Context: an optimization exercise on an open-source flow, tuned for small area, a short achievable clock period and few clock cycles per item. The choices shown serve that exercise and are no tape-out recipe. The RTL was checked by simulation tests, not by an equivalence proof against the original design.

Setup of wip/tundra:
// geofence
module geofence ( clk,reset,X,Y,valid,is_inside);
    input clk;
    input reset;
    input [9:0] X;
    input [9:0] Y;
    output reg valid;
    output reg is_inside;
    reg [3:0] cnt;           
    reg [9:0] ox, oy;        
    reg wsx, wsy, rsx, rsy, lsx, lsy;
    reg [9:0] wmx, wmy, rmx, rmy, lmx, lmy;
    reg wzx, wzy, rzx, rzy, lzx, lzy;
    reg full;
    wire signed [10:0] dx = $signed({1'b0, X}) - $signed({1'b0, ox});
    wire signed [10:0] dy = $signed({1'b0, Y}) - $signed({1'b0, oy});
    wire [9:0] ax = dx[10] ? -dx[9:0] : dx[9:0];
    wire [9:0] ay = dy[10] ? -dy[9:0] : dy[9:0];
    wire r_s1 = rsx ^ wsy, r_s2 = rsy ^ wsx;
    wire l_s1 = lsx ^ wsy, l_s2 = lsy ^ wsx;
    wire r_z = (rzx | wzy) & (rzy | wzx);
    wire l_z = (lzx | wzy) & (lzy | wzx);
    wire dr_cin = !r_s1;
    wire dl_cin = !l_s1;
  ...
Size in the first run: roughly 1900 cells after synthesis, ~99 flip-flops, about 24 I/O pins, roughly 16000 um2 of cells after synthesis.
clock: 11.0 ns
lec_check: 0
abc_area: 1
cap_margin: 20
core_margin: 2
core_utilization: 40
setup_slack_margin: 5
slew_margin: 20
run.sh (not shown) runs the stock make flow with config.mk's settings and CLKGATE_MAP_FILE= SYNTH_SCRIPT=/design/flow/synth_recipe.tcl, a recipe that flattens the netlist after the stock synthesis.
wip/tundra reached the final stage; the timing, DRC and antenna checks on its layout passed.
Testbench counts of wip/tundra, summed over its fixed seeds: cycles 20,369, items 2,400.
#### Input delta (wip/sierra over wip/tundra)
--- a/flow/design.v
+++ b/flow/design.v
@@ -1,13 +1,13 @@
 module geofence ( clk,reset,X,Y,valid,is_inside);
     input clk;
     input reset;
     input [9:0] X;
     input [9:0] Y;
-    output reg valid;
-    output reg is_inside;
+    output valid;
+    output is_inside;
     reg [3:0] cnt;           
     reg [9:0] ox, oy;        
     reg wsx, wsy, rsx, rsy, lsx, lsy;
     reg [9:0] wmx, wmy, rmx, rmy, lmx, lmy;
     reg wzx, wzy, rzx, rzy, lzx, lzy;
     reg full;
@@ -399,26 +399,25 @@
     wire cr_pos = !cr_neg && !cr_zero;
     wire cl_pos = !cl_neg && !cl_zero;
     wire w_zero = wzx && wzy;
     wire w_opp = ((wsx != rsx) && !wzx) || ((wsy != rsy) && !wzy);
     wire first = (cnt == 4'd2);
     wire step = (cnt >= 4'd3) && (cnt <= 4'd7);
-    wire set_l = !cl_neg && !cr_neg;
-    wire set_r = cr_neg && cl_neg;
-    wire to_full = w_zero
-                 || (cl_pos && !cr_pos)
-                 || (cr_neg && !cl_neg)
-                 || (cr_zero && cl_zero && w_opp);
+    wire set_l = !cl_neg;
+    wire set_r = cr_neg;
+    reg f_wz, f_step, f_cln, f_crn, f_clz, f_crz, f_opp;
+    wire to_full = f_wz
+                 || (f_step && !f_cln && (f_crn || f_crz) && !(f_clz && f_crz && !f_opp));
+    wire full_now = (cnt == 4'd3) ? to_full : (full || to_full);
+    assign valid = (cnt == 4'd8) || ((cnt == 4'd6 || cnt == 4'd7) && full_now);
+    assign is_inside = full_now;
     always @(posedge clk or posedge reset) begin
-        if (reset) begin
+        if (reset)
             cnt <= 4'd0;
-            valid <= 1'b0;
-        end else begin
+        else
             cnt <= valid ? 4'd0 : cnt + 4'd1;
-            valid <= !valid && ((cnt == 4'd7) || ((cnt == 4'd5 || cnt == 4'd6) && (full || to_full)));
-        end
     end
     always @(posedge clk) begin
         if (cnt == 4'd0) begin
             ox <= X;
             oy <= Y;
         end
@@ -429,13 +428,13 @@
             rsy <= wsy; rmy <= wmy; rzy <= wzy;
         end
         if (first || (step && set_l)) begin
             lsx <= wsx; lmx <= wmx; lzx <= wzx;
             lsy <= wsy; lmy <= wmy; lzy <= wzy;
         end
-        if (first)
-            full <= w_zero;
-        else if (step)
-            full <= full || to_full;
-        is_inside <= full || to_full;
+        f_wz <= w_zero; f_step <= step;
+        f_cln <= cl_neg; f_crn <= cr_neg;
+        f_clz <= cl_zero; f_crz <= cr_zero;
+        f_opp <= w_opp;
+        full <= full_now;
     end
 endmodule
==> summary.txt <==
Going from wip/tundra to wip/sierra, post-route core utilization lower, fill cell instance count of the final layout higher, number of clock sinks higher.
Going from wip/tundra to wip/sierra, the routed wire length was found to have gone down by about 2.3%.
wip/sierra vs. wip/tundra: die area went up by 520 um2.
Looking at number of distinct library cells after synthesis across wip/sierra and wip/tundra, the one that comes out lower is wip/sierra.
Compared with wip/tundra, wip/sierra shows synthesized cell count higher by about 3.5%.
Compare wip/sierra and wip/tundra | sequential share of layout area higher: wip/sierra
Compared with wip/tundra, in wip/sierra global-route usage fell by 1.2 points; share of synthesized cell area in and, or, nand and nor gates rose by 1.1 points.
Testbench counts of wip/sierra, summed over its fixed seeds: cycles 20,369, items 2,400.

* * *

== before ==
RTL: one of the versions met above, not the one the previous note started from.
For scale: ~1500 cells after synthesis, roughly 100 flip-flops, ~24 I/O pins.
// geofence
module geofence ( clk,reset,X,Y,valid,is_inside);
    input clk;
    input reset;
    input [9:0] X;
    input [9:0] Y;
    output valid;
    output is_inside;
    reg [3:0] cnt;           
    reg [9:0] ox, oy;        
    reg wsx, wsy, rsx, rsy, lsx, lsy;
    reg [9:0] wmx, wmy, rmx, rmy, lmx, lmy;
    reg wzx, wzy, rzx, rzy, lzx, lzy;
    reg full;
    wire signed [10:0] dx = $signed({1'b0, X}) - $signed({1'b0, ox});
    wire signed [10:0] dy = $signed({1'b0, Y}) - $signed({1'b0, oy});
    wire [9:0] ax = dx[10] ? -dx[9:0] : dx[9:0];
    wire [9:0] ay = dy[10] ? -dy[9:0] : dy[9:0];
    wire r_s1 = rsx ^ wsy, r_s2 = rsy ^ wsx;
    wire l_s1 = lsx ^ wsy, l_s2 = lsy ^ wsx;
    wire r_z = (rzx | wzy) & (rzy | wzx);
    wire l_z = (lzx | wzy) & (lzy | wzx);
    wire dr_cin = !r_s1;
    wire dl_cin = !l_s1;
  ...
==> flow/config.mk <==
export PLATFORM = sky130hd
export DESIGN_NAME = geofence
export DESIGN_NICKNAME = geofence
export VERILOG_FILES = /design/flow/design.v
export SDC_FILE = /design/flow/constraint.sdc
export NUM_CORES = 4
export LEC_CHECK = 0
export CAP_MARGIN = 20
export CORE_MARGIN = 2
export CORE_UTILIZATION = 40
export SETUP_SLACK_MARGIN = 5
export SLEW_MARGIN = 20
==> flow/constraint.sdc <==
create_clock -name core_clock -period 11.0 [get_ports {clk}]
set_input_delay 2.2000 -clock core_clock [delete_from_list [all_inputs] [get_ports {clk}]]
set_output_delay 2.2000 -clock core_clock [all_outputs]
set_load 0.01 [all_outputs]
Testbench counts of before, summed over its fixed seeds: cycles 20,369, items 2,400.
diff inputs: before => after
diff --git a/flow/design.v b/flow/design.v
--- a/flow/design.v
+++ b/flow/design.v
@@ -1,16 +1,16 @@
 module geofence ( clk,reset,X,Y,valid,is_inside);
     input clk;
     input reset;
     input [9:0] X;
     input [9:0] Y;
-    output valid;
-    output is_inside;
+    output reg valid;
+    output reg is_inside;
     reg [3:0] cnt;           
     reg [9:0] ox, oy;        
     reg wsx, wsy, rsx, rsy, lsx, lsy;
     reg [9:0] wmx, wmy, rmx, rmy, lmx, lmy;
     reg wzx, wzy, rzx, rzy, lzx, lzy;
     reg full;
     wire signed [10:0] dx = $signed({1'b0, X}) - $signed({1'b0, ox});
     wire signed [10:0] dy = $signed({1'b0, Y}) - $signed({1'b0, oy});
     wire [9:0] ax = dx[10] ? -dx[9:0] : dx[9:0];
@@ -398,43 +398,42 @@
     wire cl_zero = (l_s1 == l_s2) ? dl_zero : l_z;
     wire cr_pos = !cr_neg && !cr_zero;
     wire cl_pos = !cl_neg && !cl_zero;
     wire w_zero = wzx && wzy;
     wire w_opp = ((wsx != rsx) && !wzx) || ((wsy != rsy) && !wzy);
     wire first = (cnt == 4'd2);
     wire step = (cnt >= 4'd3) && (cnt <= 4'd7);
     wire set_l = !cl_neg;
     wire set_r = cr_neg;
-    reg f_wz, f_step, f_cln, f_crn, f_clz, f_crz, f_opp;
-    wire to_full = f_wz
-                 || (f_step && !f_cln && (f_crn || f_crz) && !(f_clz && f_crz && !f_opp));
-    wire full_now = (cnt == 4'd3) ? to_full : (full || to_full);
-    assign valid = (cnt == 4'd8) || ((cnt == 4'd6 || cnt == 4'd7) && full_now);
-    assign is_inside = full_now;
+    wire to_full = w_zero
+                 || (!cl_neg && (cr_neg || cr_zero) && !(cl_zero && cr_zero && !w_opp));
     always @(posedge clk or posedge reset) begin
-        if (reset)
+        if (reset) begin
             cnt <= 4'd0;
-        else
+            valid <= 1'b0;
+        end else begin
             cnt <= valid ? 4'd0 : cnt + 4'd1;
+            valid <= !valid && ((cnt == 4'd7) || ((cnt == 4'd5 || cnt == 4'd6) && (full || to_full)));
+        end
     end
     always @(posedge clk) begin
         if (cnt == 4'd0) begin
             ox <= X;
             oy <= Y;
         end
         wsx <= dx[10]; wmx <= ax; wzx <= (dx == 11'sd0);
         wsy <= dy[10]; wmy <= ay; wzy <= (dy == 11'sd0);
         if (first || (step && set_r)) begin
             rsx <= wsx; rmx <= wmx; rzx <= wzx;
             rsy <= wsy; rmy <= wmy; rzy <= wzy;
         end
         if (first || (step && set_l)) begin
             lsx <= wsx; lmx <= wmx; lzx <= wzx;
             lsy <= wsy; lmy <= wmy; lzy <= wzy;
         end
-        f_wz <= w_zero; f_step <= step;
-        f_cln <= cl_neg; f_crn <= cr_neg;
-        f_clz <= cl_zero; f_crz <= cr_zero;
-        f_opp <= w_opp;
-        full <= full_now;
+        if (first)
+            full <= w_zero;
+        else if (step)
+            full <= full || to_full;
+        is_inside <= full || to_full;
     end
 endmodule
Notes after the runs:
Both conditions hold for after: the flow ran to the end and the final layout passed the timing, DRC and antenna checks.
Comparing after and before, the lower die area is on after.
Delta (after minus before): final cycle utilization of the critical path has increased, global-route usage has increased.
Testbench counts of after, summed over its fixed seeds: cycles 20,369, items 2,400.

==> port drivers added, routing unchanged <==
The flow's constraints put no driver on any port. The routed layouts listed below were extracted and timed again, unchanged, in two steps. Step 1 assumes that a clkbuf_16 drives the clock port and a buf_2 every other input. Step 2 adds t to the input delays and takes it off the output delays; t is the mean of the earliest and latest rising clock arrival at the registers after step 1. Input paths then give back, and output paths get back, about the clock's delay inside the block. Three values: ideal ports, drivers, drivers and shift; two values: the first two.
| run | t, ns | setup slack, ns | latest minus earliest clock arrival (ns) | worst slew at a driven data input, ns |
|---|---|---|---|---|
| wip/tundra | 0.393 | 5.085 / 5.085 / 5.085 | 0.008 / 0.009 | 0.04 |
| wip/sierra | 0.385 | 5.193 / 5.193 / 5.193 | 0.012 / 0.011 | 0.03 |
| before | 0.381 | 4.931 / 4.931 / 4.931 | 0.009 / 0.009 | 0.04 |
| after | 0.390 | 4.681 / 4.681 / 4.681 | 0.009 / 0.009 | 0.03 |
After both steps setup and hold are still met in every run listed.
